What follows belongs to an exercise in optimizing a design on an open flow for small area and a short achievable clock period; a production flow would make more cautious choices.
RTL that was checked went through simulation tests only; none was proved equivalent to the original.
Power figures rest on the tool's default switching activity, not on a simulated workload.

==> run a: inputs <==
// alu16_reg
module alu16_reg (
    input             clk,
    input      [15:0] valA,
    input      [15:0] valB,
    input      [ 3:0] aluop,
    input             shift_Dir,
    input             rotator_Dir,
    input             sub,
    output reg [ 3:0] cc,
    output reg [15:0] result
);
    reg [15:0] a_q, b_q;
    reg [ 3:0] op_q;
    reg        sd_q, rd_q, sub_q;
    wire [ 3:0] cc_d;
    wire [15:0] result_d;
    always @(posedge clk) begin
        a_q   <= valA;
        b_q   <= valB;
        op_q  <= aluop;
        sd_q  <= shift_Dir;
        rd_q  <= rotator_Dir;
        sub_q <= sub;
        cc     <= cc_d;
        result <= result_d;
    end
    ALU16 u_alu (a_q, b_q, op_q, sd_q, rd_q, sub_q, cc_d, result_d);
endmodule
export LEC_CHECK = 0
export ABC_AREA = 1
export CAP_MARGIN = 20
export CORE_MARGIN = 2
export CORE_UTILIZATION = 40
export CTS_BUF_LIST = sky130_fd_sc_hd__clkbuf_4 sky130_fd_sc_hd__clkbuf_8
export SETUP_SLACK_MARGIN = 2.6
export SLEW_MARGIN = 20
create_clock -name core_clock -period 8.5 [get_ports {clk}]
standard.sh (not shown) runs the stock make flow with config.mk's settings and CLKGATE_MAP_FILE= SYNTH_SCRIPT=/design/flow/synth_recipe.tcl, a recipe that flattens the netlist after the stock synthesis.
==> flow/flow/run.sh <==
#!/bin/bash
set -euo pipefail
W=$PWD
rm -rf "$W/scripts_amap"
cp -r "$FLOW_HOME/scripts" "$W/scripts_amap"
cp "$W/flow/abc_area.script" "$W/scripts_amap/abc_area.script"
bash "$W/standard.sh" "SCRIPTS_DIR=$W/scripts_amap" synth > "$W/synth.log" 2>&1
bash "$W/standard.sh" "BUFFER_PORTS_ARGS=-buffer_cell sky130_fd_sc_hd__buf_1" finish > "$W/layout.log" 2>&1
==> flow/flow/abc_area.script <==
strash
dch
amap
topo
stime -c
==> run b (differences from run a) <==
--- a/flow/design.v
+++ b/flow/design.v
@@ -77,16 +77,17 @@
 	wire        fill = op_ash & ~left & valA[15];
 	wire [15:0] shr  = (rot & keep) | ({16{fill}} & ~keep);
 	wire        vsh  = ~shift_Dir & (s != 4'd0) & valA[15];
 	wire [16:0] ax = {valA[15], valA};
 	wire [17:0] yb = {valB[15], valB, 1'b0};
+	wire rows_on = |aluop[3:1];
 	wire [7:0] one, two, ng;
 	genvar j;
 	generate for (j = 0; j < 8; j = j + 1) begin : enc
-		assign one[j] = op_mul & (yb[2*j+1] ^ yb[2*j]);
-		assign two[j] = op_mul & ((yb[2*j+2] & ~yb[2*j+1] & ~yb[2*j]) | (~yb[2*j+2] & yb[2*j+1] & yb[2*j]));
-		assign ng[j]  = op_mul & yb[2*j+2];
+		assign one[j] = rows_on & (yb[2*j+1] ^ yb[2*j]);
+		assign two[j] = rows_on & ((yb[2*j+2] & ~yb[2*j+1] & ~yb[2*j]) | (~yb[2*j+2] & yb[2*j+1] & yb[2*j]));
+		assign ng[j]  = rows_on & yb[2*j+2];
 	end endgenerate
 	wire [16:0] pp0;
 	assign pp0[0] = (one[0] & ax[0]) ^ ng[0];
 	generate for (j = 1; j < 17; j = j + 1) begin : ppg0
 		assign pp0[j] = ((one[0] & ax[j]) | (two[0] & ax[j-1])) ^ ng[0];
--- a/flow/config.mk
+++ b/flow/config.mk
@@ -8,7 +8,6 @@
 export ABC_AREA = 1
 export CAP_MARGIN = 20
 export CORE_MARGIN = 2
 export CORE_UTILIZATION = 40
 export CTS_BUF_LIST = sky130_fd_sc_hd__clkbuf_4 sky130_fd_sc_hd__clkbuf_8
-export SETUP_SLACK_MARGIN = 2.6
 export SLEW_MARGIN = 20
==> summary.txt <==
First-iteration DRC count: run b is smaller than run a (about 30%).
In synthesized cell count, run a and run b do not differ.
Area after synthesis is about the same in run a and run b.
In critical path depth, run b and run a do not differ.
Of run a and run b, run a has the higher cell count (gap about 4%, measured against run b).
Combinational power: run a is lower than run b (69%).
Global-route usage: run a is higher than run b (2.1 points).
Clock skew: run a is lower than run b (0.0021 ns).
Of run a and run b, run a has the higher clock power (gap about 4%, measured against run b).
Of run a and run b, run b has the higher sequential power (gap about 6%, measured against run b).
Of run a and run b, run a has the higher register-to-register slack (gap 1.5 ns).
==> figures <==
	run b	run a
Share of the synthesized area in the top cell type	0.1831	0.1831
Place WS	1.357 ns	1.183 ns
Peak ir drop on the vdd network	0.2318 mV	0.1360 mV
Critical Path Fanout Max	14	7
Synthesized-area fraction occupied by xor and xnor cells	0.01381	0.009669
LEAKAGE	2.556 nW	2.855 nW
P per Cell Area	278.1 nW/um^2	127.5 nW/um^2
Count of vias placed by the detailed router	7033	7549
# nets final	1055	1104
CP Launch Point	b_q[1]	op_q[3]
Total number of multi-input combinational cells	694	703
Fraction of met1 tracks used by global routing	0.3704	0.4098
Total power draw	1.997 mW	1.048 mW
Post-synthesis instance area	6342 um^2	6341 um^2
Horizontal die dimension	129.9 um	129.9 um
Postcts setup bufs	0	22
Fraction of layout instances using a drive strength above 1	0.03496	0.2016
Post-placement cell area	6954 um^2	6955 um^2
Result of the run	timing/DRC/antenna clean	timing/DRC/antenna clean
Clock network power share	0.148	0.293
Nonclk buf count	76	120
Routed length on met3	1722 um	2475 um
Net switching component of the power	984.9 uW	413.8 uW
Function not checked in run a: the RTL went through the layout flow alone.

* * *

==> job 1122: inputs <==
Another version of the RTL of alu16_reg (not shown whole).
Settings: LEC_CHECK=0, ABC_AREA=1, CAP_MARGIN=20, CORE_MARGIN=2, CORE_UTILIZATION=40, CTS_BUF_LIST=sky130_fd_sc_hd__clkbuf_4 sky130_fd_sc_hd__clkbuf_8, SETUP_SLACK_MARGIN=2.3, SLEW_MARGIN=20; clock period 8.5 ns.
Scripts as last shown in full above: flow/flow/run.sh, flow/flow/abc_area.script
==> job 4167: changes against job 1122 <==
--- a/flow/design.v
+++ b/flow/design.v
@@ -74,73 +74,60 @@
 	generate for (k = 0; k < 16; k = k + 1) begin : kp
 		assign keep[k] = op_rot | (left ? therm[k] : therm[15-k]);
 	end endgenerate
 	wire        fill = op_ash & ~left & valA[15];
 	wire [15:0] shr  = (rot & keep) | ({16{fill}} & ~keep);
 	wire        vsh  = ~shift_Dir & (s != 4'd0) & valA[15];
-	wire rows_on = |aluop[3:1];
 	wire [16:0] ax = {valA[15], valA};
 	wire [17:0] yb = {valB[15], valB, 1'b0};
 	wire [7:0] one, two, ng;
 	genvar j;
 	generate for (j = 0; j < 8; j = j + 1) begin : enc
-		assign one[j] = rows_on & (yb[2*j+1] ^ yb[2*j]);
-		assign two[j] = rows_on & ((yb[2*j+2] & ~yb[2*j+1] & ~yb[2*j]) | (~yb[2*j+2] & yb[2*j+1] & yb[2*j]));
-		assign ng[j]  = rows_on & yb[2*j+2];
-	end endgenerate
-	wire [7:0] nge;
-	generate for (j = 0; j < 8; j = j + 1) begin : nge_g
-		assign nge[j] = ng[j] & ~(yb[2*j+1] & yb[2*j]);
+		assign one[j] = op_mul & (yb[2*j+1] ^ yb[2*j]);
+		assign two[j] = op_mul & ((yb[2*j+2] & ~yb[2*j+1] & ~yb[2*j]) | (~yb[2*j+2] & yb[2*j+1] & yb[2*j]));
+		assign ng[j]  = op_mul & yb[2*j+2];
 	end endgenerate
 	wire [16:0] pp0;
-	wire [16:0] xa0 = ax[16:0] ^ {17{nge[0]}};
-	assign pp0[0] = (one[0] & xa0[0]) | (two[0] & nge[0]);
+	assign pp0[0] = (one[0] & ax[0]) ^ ng[0];
 	generate for (j = 1; j < 17; j = j + 1) begin : ppg0
-		assign pp0[j] = (one[0] & xa0[j]) | (two[0] & xa0[j-1]);
+		assign pp0[j] = ((one[0] & ax[j]) | (two[0] & ax[j-1])) ^ ng[0];
 	end endgenerate
 	wire [14:0] pp1;
-	wire [14:0] xa1 = ax[14:0] ^ {15{nge[1]}};
-	assign pp1[0] = (one[1] & xa1[0]) | (two[1] & nge[1]);
+	assign pp1[0] = (one[1] & ax[0]) ^ ng[1];
 	generate for (j = 1; j < 15; j = j + 1) begin : ppg1
-		assign pp1[j] = (one[1] & xa1[j]) | (two[1] & xa1[j-1]);
+		assign pp1[j] = ((one[1] & ax[j]) | (two[1] & ax[j-1])) ^ ng[1];
 	end endgenerate
 	wire [12:0] pp2;
-	wire [12:0] xa2 = ax[12:0] ^ {13{nge[2]}};
-	assign pp2[0] = (one[2] & xa2[0]) | (two[2] & nge[2]);
+	assign pp2[0] = (one[2] & ax[0]) ^ ng[2];
 	generate for (j = 1; j < 13; j = j + 1) begin : ppg2
-		assign pp2[j] = (one[2] & xa2[j]) | (two[2] & xa2[j-1]);
+		assign pp2[j] = ((one[2] & ax[j]) | (two[2] & ax[j-1])) ^ ng[2];
 	end endgenerate
 	wire [10:0] pp3;
-	wire [10:0] xa3 = ax[10:0] ^ {11{nge[3]}};
-	assign pp3[0] = (one[3] & xa3[0]) | (two[3] & nge[3]);
+	assign pp3[0] = (one[3] & ax[0]) ^ ng[3];
 	generate for (j = 1; j < 11; j = j + 1) begin : ppg3
-		assign pp3[j] = (one[3] & xa3[j]) | (two[3] & xa3[j-1]);
+		assign pp3[j] = ((one[3] & ax[j]) | (two[3] & ax[j-1])) ^ ng[3];
 	end endgenerate
 	wire [8:0] pp4;
-	wire [8:0] xa4 = ax[8:0] ^ {9{nge[4]}};
-	assign pp4[0] = (one[4] & xa4[0]) | (two[4] & nge[4]);
+	assign pp4[0] = (one[4] & ax[0]) ^ ng[4];
 	generate for (j = 1; j < 9; j = j + 1) begin : ppg4
-		assign pp4[j] = (one[4] & xa4[j]) | (two[4] & xa4[j-1]);
+		assign pp4[j] = ((one[4] & ax[j]) | (two[4] & ax[j-1])) ^ ng[4];
 	end endgenerate
 	wire [6:0] pp5;
-	wire [6:0] xa5 = ax[6:0] ^ {7{nge[5]}};
-	assign pp5[0] = (one[5] & xa5[0]) | (two[5] & nge[5]);
+	assign pp5[0] = (one[5] & ax[0]) ^ ng[5];
 	generate for (j = 1; j < 7; j = j + 1) begin : ppg5
-		assign pp5[j] = (one[5] & xa5[j]) | (two[5] & xa5[j-1]);
+		assign pp5[j] = ((one[5] & ax[j]) | (two[5] & ax[j-1])) ^ ng[5];
 	end endgenerate
 	wire [4:0] pp6;
-	wire [4:0] xa6 = ax[4:0] ^ {5{nge[6]}};
-	assign pp6[0] = (one[6] & xa6[0]) | (two[6] & nge[6]);
+	assign pp6[0] = (one[6] & ax[0]) ^ ng[6];
 	generate for (j = 1; j < 5; j = j + 1) begin : ppg6
-		assign pp6[j] = (one[6] & xa6[j]) | (two[6] & xa6[j-1]);
+		assign pp6[j] = ((one[6] & ax[j]) | (two[6] & ax[j-1])) ^ ng[6];
 	end endgenerate
 	wire [2:0] pp7;
-	wire [2:0] xa7 = ax[2:0] ^ {3{nge[7]}};
-	assign pp7[0] = (one[7] & xa7[0]) | (two[7] & nge[7]);
+	assign pp7[0] = (one[7] & ax[0]) ^ ng[7];
 	generate for (j = 1; j < 3; j = j + 1) begin : ppg7
-		assign pp7[j] = (one[7] & xa7[j]) | (two[7] & xa7[j-1]);
+		assign pp7[j] = ((one[7] & ax[j]) | (two[7] & ax[j-1])) ^ ng[7];
 	end endgenerate
 	wire s1, c2;
 	assign {c2, s1} = pp0[10] + pp1[8];
 	wire s3, c4;
 	assign {c4, s3} = pp0[11] + pp1[9];
 	wire s5, c6;
@@ -175,29 +162,29 @@
 	assign {c34, s33} = pp0[9] + pp1[7] + pp2[5];
 	wire s35, c36;
 	assign {c36, s35} = pp3[3] + pp4[1];
 	wire s37, c38;
 	assign {c38, s37} = s1 + pp2[6] + pp3[4];
 	wire s39, c40;
-	assign {c40, s39} = pp4[2] + pp5[0] + nge[5];
+	assign {c40, s39} = pp4[2] + pp5[0] + ng[5];
 	wire s41, c42;
 	assign {c42, s41} = s3 + pp2[7] + pp3[5];
 	wire s43, c44;
 	assign {c44, s43} = pp4[3] + pp5[1] + c2;
 	wire s45, c46;
 	assign {c46, s45} = s5 + s7 + pp5[2];
 	wire s47, c48;
-	assign {c48, s47} = pp6[0] + nge[6] + c4;
+	assign {c48, s47} = pp6[0] + ng[6] + c4;
 	wire s49, c50;
 	assign {c50, s49} = s9 + s11 + pp5[3];
 	wire s51, c52;
 	assign {c52, s51} = pp6[1] + c6 + c8;
 	wire s53, c54;
 	assign {c54, s53} = s13 + s15 + s17;
 	wire s55, c56;
-	assign {c56, s55} = nge[7] + c10 + c12;
+	assign {c56, s55} = ng[7] + c10 + c12;
 	wire s57, c58;
 	assign {c58, s57} = s19 + s21 + s23;
 	wire s59, c60;
 	assign {c60, s59} = c14 + c16 + c18;
 	wire s61, c62;
 	assign {c62, s61} = pp0[4] + pp1[2];
@@ -205,13 +192,13 @@
 	assign {c64, s63} = pp0[5] + pp1[3];
 	wire s65, c66;
 	assign {c66, s65} = s25 + pp2[2] + pp3[0];
 	wire s67, c68;
 	assign {c68, s67} = s27 + pp2[3] + pp3[1];
 	wire s69, c70;
-	assign {c70, s69} = s29 + s31 + nge[4];
+	assign {c70, s69} = s29 + s31 + ng[4];
 	wire s71, c72;
 	assign {c72, s71} = s33 + s35 + c30;
 	wire s73, c74;
 	assign {c74, s73} = s37 + s39 + c34;
 	wire s75, c76;
 	assign {c76, s75} = s41 + s43 + c38;
@@ -225,17 +212,17 @@
 	assign {c84, s83} = s57 + s59 + c54;
 	wire s85, c86;
 	assign {c86, s85} = pp0[2] + pp1[0];
 	wire s87, c88;
 	assign {c88, s87} = pp0[3] + pp1[1];
 	wire s89, c90;
-	assign {c90, s89} = s61 + pp2[0] + nge[2];
+	assign {c90, s89} = s61 + pp2[0] + ng[2];
 	wire s91, c92;
 	assign {c92, s91} = s63 + pp2[1] + c62;
 	wire s93, c94;
-	assign {c94, s93} = s65 + nge[3] + c64;
+	assign {c94, s93} = s65 + ng[3] + c64;
 	wire s95, c96;
 	assign {c96, s95} = s67 + c26 + c66;
 	wire s97, c98;
 	assign {c98, s97} = s69 + c28 + c68;
 	wire s99, c100;
 	assign {c100, s99} = s71 + c32 + c70;
@@ -249,13 +236,13 @@
 	assign {c108, s107} = s79 + c48 + c78;
 	wire s109, c110;
 	assign {c110, s109} = s81 + c52 + c80;
 	wire s111, c112;
 	assign {c112, s111} = s83 + c56 + c82;
 	wire [15:0] mx = {s111, s109, s107, s105, s103, s101, s99, s97, s95, s93, s91, s89, s87, s85, pp0[1], pp0[0]};
-	wire [15:0] my = {c110, c108, c106, c104, c102, c100, c98, c96, c94, c92, c90, c88, c86, nge[1], 1'b0, nge[0]};
+	wire [15:0] my = {c110, c108, c106, c104, c102, c100, c98, c96, c94, c92, c90, c88, c86, ng[1], 1'b0, ng[0]};
 	wire [15:0] cx = mx | ({16{op_ar}} & valA);
 	wire [15:0] cy = my | ({16{op_ar}} & sb);
 	wire [15:0] cp_s;
 	wire [16:0] cp_c;
 	wire [15:0] cp_p = cx ^ cy;
 	wire [15:0] cp_g = cx & cy;
==> flow/flow/abc_area.script (replaced) <==
strash
dch
amap
topo
stime -c
buffer -c
upsize -c
dnsize -c
- CTS_BUF_LIST: sky130_fd_sc_hd__clkbuf_4 sky130_fd_sc_hd__clkbuf_8 -> sky130_fd_sc_hd__clkbuf_2 sky130_fd_sc_hd__clkbuf_4
- SETUP_SLACK_MARGIN: 2.3 -> 2
==> job 9793: changes against job 1122 <==
--- a/flow/design.v
+++ b/flow/design.v
@@ -74,73 +74,60 @@
 	generate for (k = 0; k < 16; k = k + 1) begin : kp
 		assign keep[k] = op_rot | (left ? therm[k] : therm[15-k]);
 	end endgenerate
 	wire        fill = op_ash & ~left & valA[15];
 	wire [15:0] shr  = (rot & keep) | ({16{fill}} & ~keep);
 	wire        vsh  = ~shift_Dir & (s != 4'd0) & valA[15];
-	wire rows_on = |aluop[3:1];
 	wire [16:0] ax = {valA[15], valA};
 	wire [17:0] yb = {valB[15], valB, 1'b0};
 	wire [7:0] one, two, ng;
 	genvar j;
 	generate for (j = 0; j < 8; j = j + 1) begin : enc
-		assign one[j] = rows_on & (yb[2*j+1] ^ yb[2*j]);
-		assign two[j] = rows_on & ((yb[2*j+2] & ~yb[2*j+1] & ~yb[2*j]) | (~yb[2*j+2] & yb[2*j+1] & yb[2*j]));
-		assign ng[j]  = rows_on & yb[2*j+2];
-	end endgenerate
-	wire [7:0] nge;
-	generate for (j = 0; j < 8; j = j + 1) begin : nge_g
-		assign nge[j] = ng[j] & ~(yb[2*j+1] & yb[2*j]);
+		assign one[j] = op_mul & (yb[2*j+1] ^ yb[2*j]);
+		assign two[j] = op_mul & ((yb[2*j+2] & ~yb[2*j+1] & ~yb[2*j]) | (~yb[2*j+2] & yb[2*j+1] & yb[2*j]));
+		assign ng[j]  = op_mul & yb[2*j+2];
 	end endgenerate
 	wire [16:0] pp0;
-	wire [16:0] xa0 = ax[16:0] ^ {17{nge[0]}};
-	assign pp0[0] = (one[0] & xa0[0]) | (two[0] & nge[0]);
+	assign pp0[0] = (one[0] & ax[0]) ^ ng[0];
 	generate for (j = 1; j < 17; j = j + 1) begin : ppg0
-		assign pp0[j] = (one[0] & xa0[j]) | (two[0] & xa0[j-1]);
+		assign pp0[j] = ((one[0] & ax[j]) | (two[0] & ax[j-1])) ^ ng[0];
 	end endgenerate
 	wire [14:0] pp1;
-	wire [14:0] xa1 = ax[14:0] ^ {15{nge[1]}};
-	assign pp1[0] = (one[1] & xa1[0]) | (two[1] & nge[1]);
+	assign pp1[0] = (one[1] & ax[0]) ^ ng[1];
 	generate for (j = 1; j < 15; j = j + 1) begin : ppg1
-		assign pp1[j] = (one[1] & xa1[j]) | (two[1] & xa1[j-1]);
+		assign pp1[j] = ((one[1] & ax[j]) | (two[1] & ax[j-1])) ^ ng[1];
 	end endgenerate
 	wire [12:0] pp2;
-	wire [12:0] xa2 = ax[12:0] ^ {13{nge[2]}};
-	assign pp2[0] = (one[2] & xa2[0]) | (two[2] & nge[2]);
+	assign pp2[0] = (one[2] & ax[0]) ^ ng[2];
 	generate for (j = 1; j < 13; j = j + 1) begin : ppg2
-		assign pp2[j] = (one[2] & xa2[j]) | (two[2] & xa2[j-1]);
+		assign pp2[j] = ((one[2] & ax[j]) | (two[2] & ax[j-1])) ^ ng[2];
 	end endgenerate
 	wire [10:0] pp3;
-	wire [10:0] xa3 = ax[10:0] ^ {11{nge[3]}};
-	assign pp3[0] = (one[3] & xa3[0]) | (two[3] & nge[3]);
+	assign pp3[0] = (one[3] & ax[0]) ^ ng[3];
 	generate for (j = 1; j < 11; j = j + 1) begin : ppg3
-		assign pp3[j] = (one[3] & xa3[j]) | (two[3] & xa3[j-1]);
+		assign pp3[j] = ((one[3] & ax[j]) | (two[3] & ax[j-1])) ^ ng[3];
 	end endgenerate
 	wire [8:0] pp4;
-	wire [8:0] xa4 = ax[8:0] ^ {9{nge[4]}};
-	assign pp4[0] = (one[4] & xa4[0]) | (two[4] & nge[4]);
+	assign pp4[0] = (one[4] & ax[0]) ^ ng[4];
 	generate for (j = 1; j < 9; j = j + 1) begin : ppg4
-		assign pp4[j] = (one[4] & xa4[j]) | (two[4] & xa4[j-1]);
+		assign pp4[j] = ((one[4] & ax[j]) | (two[4] & ax[j-1])) ^ ng[4];
 	end endgenerate
 	wire [6:0] pp5;
-	wire [6:0] xa5 = ax[6:0] ^ {7{nge[5]}};
-	assign pp5[0] = (one[5] & xa5[0]) | (two[5] & nge[5]);
+	assign pp5[0] = (one[5] & ax[0]) ^ ng[5];
 	generate for (j = 1; j < 7; j = j + 1) begin : ppg5
-		assign pp5[j] = (one[5] & xa5[j]) | (two[5] & xa5[j-1]);
+		assign pp5[j] = ((one[5] & ax[j]) | (two[5] & ax[j-1])) ^ ng[5];
 	end endgenerate
 	wire [4:0] pp6;
-	wire [4:0] xa6 = ax[4:0] ^ {5{nge[6]}};
-	assign pp6[0] = (one[6] & xa6[0]) | (two[6] & nge[6]);
+	assign pp6[0] = (one[6] & ax[0]) ^ ng[6];
 	generate for (j = 1; j < 5; j = j + 1) begin : ppg6
-		assign pp6[j] = (one[6] & xa6[j]) | (two[6] & xa6[j-1]);
+		assign pp6[j] = ((one[6] & ax[j]) | (two[6] & ax[j-1])) ^ ng[6];
 	end endgenerate
 	wire [2:0] pp7;
-	wire [2:0] xa7 = ax[2:0] ^ {3{nge[7]}};
-	assign pp7[0] = (one[7] & xa7[0]) | (two[7] & nge[7]);
+	assign pp7[0] = (one[7] & ax[0]) ^ ng[7];
 	generate for (j = 1; j < 3; j = j + 1) begin : ppg7
-		assign pp7[j] = (one[7] & xa7[j]) | (two[7] & xa7[j-1]);
+		assign pp7[j] = ((one[7] & ax[j]) | (two[7] & ax[j-1])) ^ ng[7];
 	end endgenerate
 	wire s1, c2;
 	assign {c2, s1} = pp0[10] + pp1[8];
 	wire s3, c4;
 	assign {c4, s3} = pp0[11] + pp1[9];
 	wire s5, c6;
@@ -175,29 +162,29 @@
 	assign {c34, s33} = pp0[9] + pp1[7] + pp2[5];
 	wire s35, c36;
 	assign {c36, s35} = pp3[3] + pp4[1];
 	wire s37, c38;
 	assign {c38, s37} = s1 + pp2[6] + pp3[4];
 	wire s39, c40;
-	assign {c40, s39} = pp4[2] + pp5[0] + nge[5];
+	assign {c40, s39} = pp4[2] + pp5[0] + ng[5];
 	wire s41, c42;
 	assign {c42, s41} = s3 + pp2[7] + pp3[5];
 	wire s43, c44;
 	assign {c44, s43} = pp4[3] + pp5[1] + c2;
 	wire s45, c46;
 	assign {c46, s45} = s5 + s7 + pp5[2];
 	wire s47, c48;
-	assign {c48, s47} = pp6[0] + nge[6] + c4;
+	assign {c48, s47} = pp6[0] + ng[6] + c4;
 	wire s49, c50;
 	assign {c50, s49} = s9 + s11 + pp5[3];
 	wire s51, c52;
 	assign {c52, s51} = pp6[1] + c6 + c8;
 	wire s53, c54;
 	assign {c54, s53} = s13 + s15 + s17;
 	wire s55, c56;
-	assign {c56, s55} = nge[7] + c10 + c12;
+	assign {c56, s55} = ng[7] + c10 + c12;
 	wire s57, c58;
 	assign {c58, s57} = s19 + s21 + s23;
 	wire s59, c60;
 	assign {c60, s59} = c14 + c16 + c18;
 	wire s61, c62;
 	assign {c62, s61} = pp0[4] + pp1[2];
@@ -205,13 +192,13 @@
 	assign {c64, s63} = pp0[5] + pp1[3];
 	wire s65, c66;
 	assign {c66, s65} = s25 + pp2[2] + pp3[0];
 	wire s67, c68;
 	assign {c68, s67} = s27 + pp2[3] + pp3[1];
 	wire s69, c70;
-	assign {c70, s69} = s29 + s31 + nge[4];
+	assign {c70, s69} = s29 + s31 + ng[4];
 	wire s71, c72;
 	assign {c72, s71} = s33 + s35 + c30;
 	wire s73, c74;
 	assign {c74, s73} = s37 + s39 + c34;
 	wire s75, c76;
 	assign {c76, s75} = s41 + s43 + c38;
@@ -225,17 +212,17 @@
 	assign {c84, s83} = s57 + s59 + c54;
 	wire s85, c86;
 	assign {c86, s85} = pp0[2] + pp1[0];
 	wire s87, c88;
 	assign {c88, s87} = pp0[3] + pp1[1];
 	wire s89, c90;
-	assign {c90, s89} = s61 + pp2[0] + nge[2];
+	assign {c90, s89} = s61 + pp2[0] + ng[2];
 	wire s91, c92;
 	assign {c92, s91} = s63 + pp2[1] + c62;
 	wire s93, c94;
-	assign {c94, s93} = s65 + nge[3] + c64;
+	assign {c94, s93} = s65 + ng[3] + c64;
 	wire s95, c96;
 	assign {c96, s95} = s67 + c26 + c66;
 	wire s97, c98;
 	assign {c98, s97} = s69 + c28 + c68;
 	wire s99, c100;
 	assign {c100, s99} = s71 + c32 + c70;
@@ -249,13 +236,13 @@
 	assign {c108, s107} = s79 + c48 + c78;
 	wire s109, c110;
 	assign {c110, s109} = s81 + c52 + c80;
 	wire s111, c112;
 	assign {c112, s111} = s83 + c56 + c82;
 	wire [15:0] mx = {s111, s109, s107, s105, s103, s101, s99, s97, s95, s93, s91, s89, s87, s85, pp0[1], pp0[0]};
-	wire [15:0] my = {c110, c108, c106, c104, c102, c100, c98, c96, c94, c92, c90, c88, c86, nge[1], 1'b0, nge[0]};
+	wire [15:0] my = {c110, c108, c106, c104, c102, c100, c98, c96, c94, c92, c90, c88, c86, ng[1], 1'b0, ng[0]};
 	wire [15:0] cx = mx | ({16{op_ar}} & valA);
 	wire [15:0] cy = my | ({16{op_ar}} & sb);
 	wire [15:0] cp_s;
 	wire [16:0] cp_c;
 	wire [15:0] cp_p = cx ^ cy;
 	wire [15:0] cp_g = cx & cy;
@@ -332,17 +319,21 @@
 	wire [16:0] prod = {p16, cp_s};
 	wire [3:0] tt = {op_and | op_or, op_or | op_xor | op_not, op_or | op_xor, op_not};
 	wire [15:0] lgo;
 	generate for (k = 0; k < 16; k = k + 1) begin : lu
 		assign lgo[k] = valA[k] ? (valB[k] ? tt[3] : tt[2]) : (valB[k] ? tt[1] : tt[0]);
 	end endgenerate
-	wire [15:0] res =
-		({16{op_ar | op_mul}} & cp_s) |
+	wire [15:0] res_o;
+	wire        op_cp = op_ar | op_mul;
+	wire [15:0] res = res_o | ({16{op_cp}} & cp_s);
+	assign res_o =
 		({16{op_sh}}  & shr) |
 		lgo;
 	assign result = res;
 	wire N = res[15];
-	wire Z = ~|res;
+	wire [15:0] zk = {cp_p[14:0] | cp_g[14:0], op_ar & sub};
+	wire        zcp = ~|(cp_p ^ zk);
+	wire Z = ~|res_o & (~op_cp | zcp);
 	wire C = (op_add & co) | (op_mul & prod[16]);
 	wire V = (op_add & vad) | (op_lsh & vsh);
 	assign cc = {N, Z, C, V};
 endmodule
- SETUP_SLACK_MARGIN: 2.3 -> 2
==> summary.txt <==
- Of job 1122 and job 4167, job 1122 has the higher first-iteration DRC count (gap 33%, measured against job 4167).
- Critical path depth, highest first: job 4167, job 1122, job 9793.
- Core utilization: job 1122 is higher than job 9793 (1.5 points).
- Sequential power: job 1122 is larger than job 9793 (12%).
- In sequential cell count, job 4167 and job 1122 do not differ.
- Synthesized cell count: job 9793 > job 4167 > job 1122.
- Routed wire length, highest first: job 1122, job 9793, job 4167.
- Die area, lowest first: job 1122, job 4167, job 9793.
- Global-route usage, highest first: job 1122, job 9793, job 4167.
- The lowest clock power belongs to job 4167, the highest to job 1122.
No run of this note included a check of the RTL's function; only the layout flow was run.

==> what the ideal ports hide <==
No port has a modelled driver above. Below, the same layouts with a new extraction and two added sets of constraints. Step 1 (the two cells are an assumption about what drives the block):
set clk [get_ports {clk}]
set_driving_cell -lib_cell sky130_fd_sc_hd__clkbuf_16 $clk
set_driving_cell -lib_cell sky130_fd_sc_hd__buf_2 [delete_from_list [all_inputs] $clk]
Step 2, shift: input delay + t, output delay - t, t = (earliest + latest rising clock arrival at the registers) / 2. This alone moves slack from input paths to output paths. Three values: no drivers, after step 1, after step 2; two values: the first two.
| run | t, ns | slack for setup (ns) | worst register clock-pin slew, ns |
|---|---|---|---|
| run a | 0.397 | 2.684 / 2.684 / 2.684 | 0.08 / 0.08 |
| run b | 0.414 | 1.163 / 1.163 / 1.163 | 0.08 / 0.08 |
| job 1122 | 0.408 | 2.489 / 2.489 / 2.489 | 0.07 / 0.07 |
| job 4167 | 0.477 | 2.321 / 2.321 / 2.321 | 0.11 / 0.11 |
| job 9793 | 0.421 | 2.426 / 2.426 / 2.426 | 0.10 / 0.10 |
After both steps every run listed still meets setup and hold.
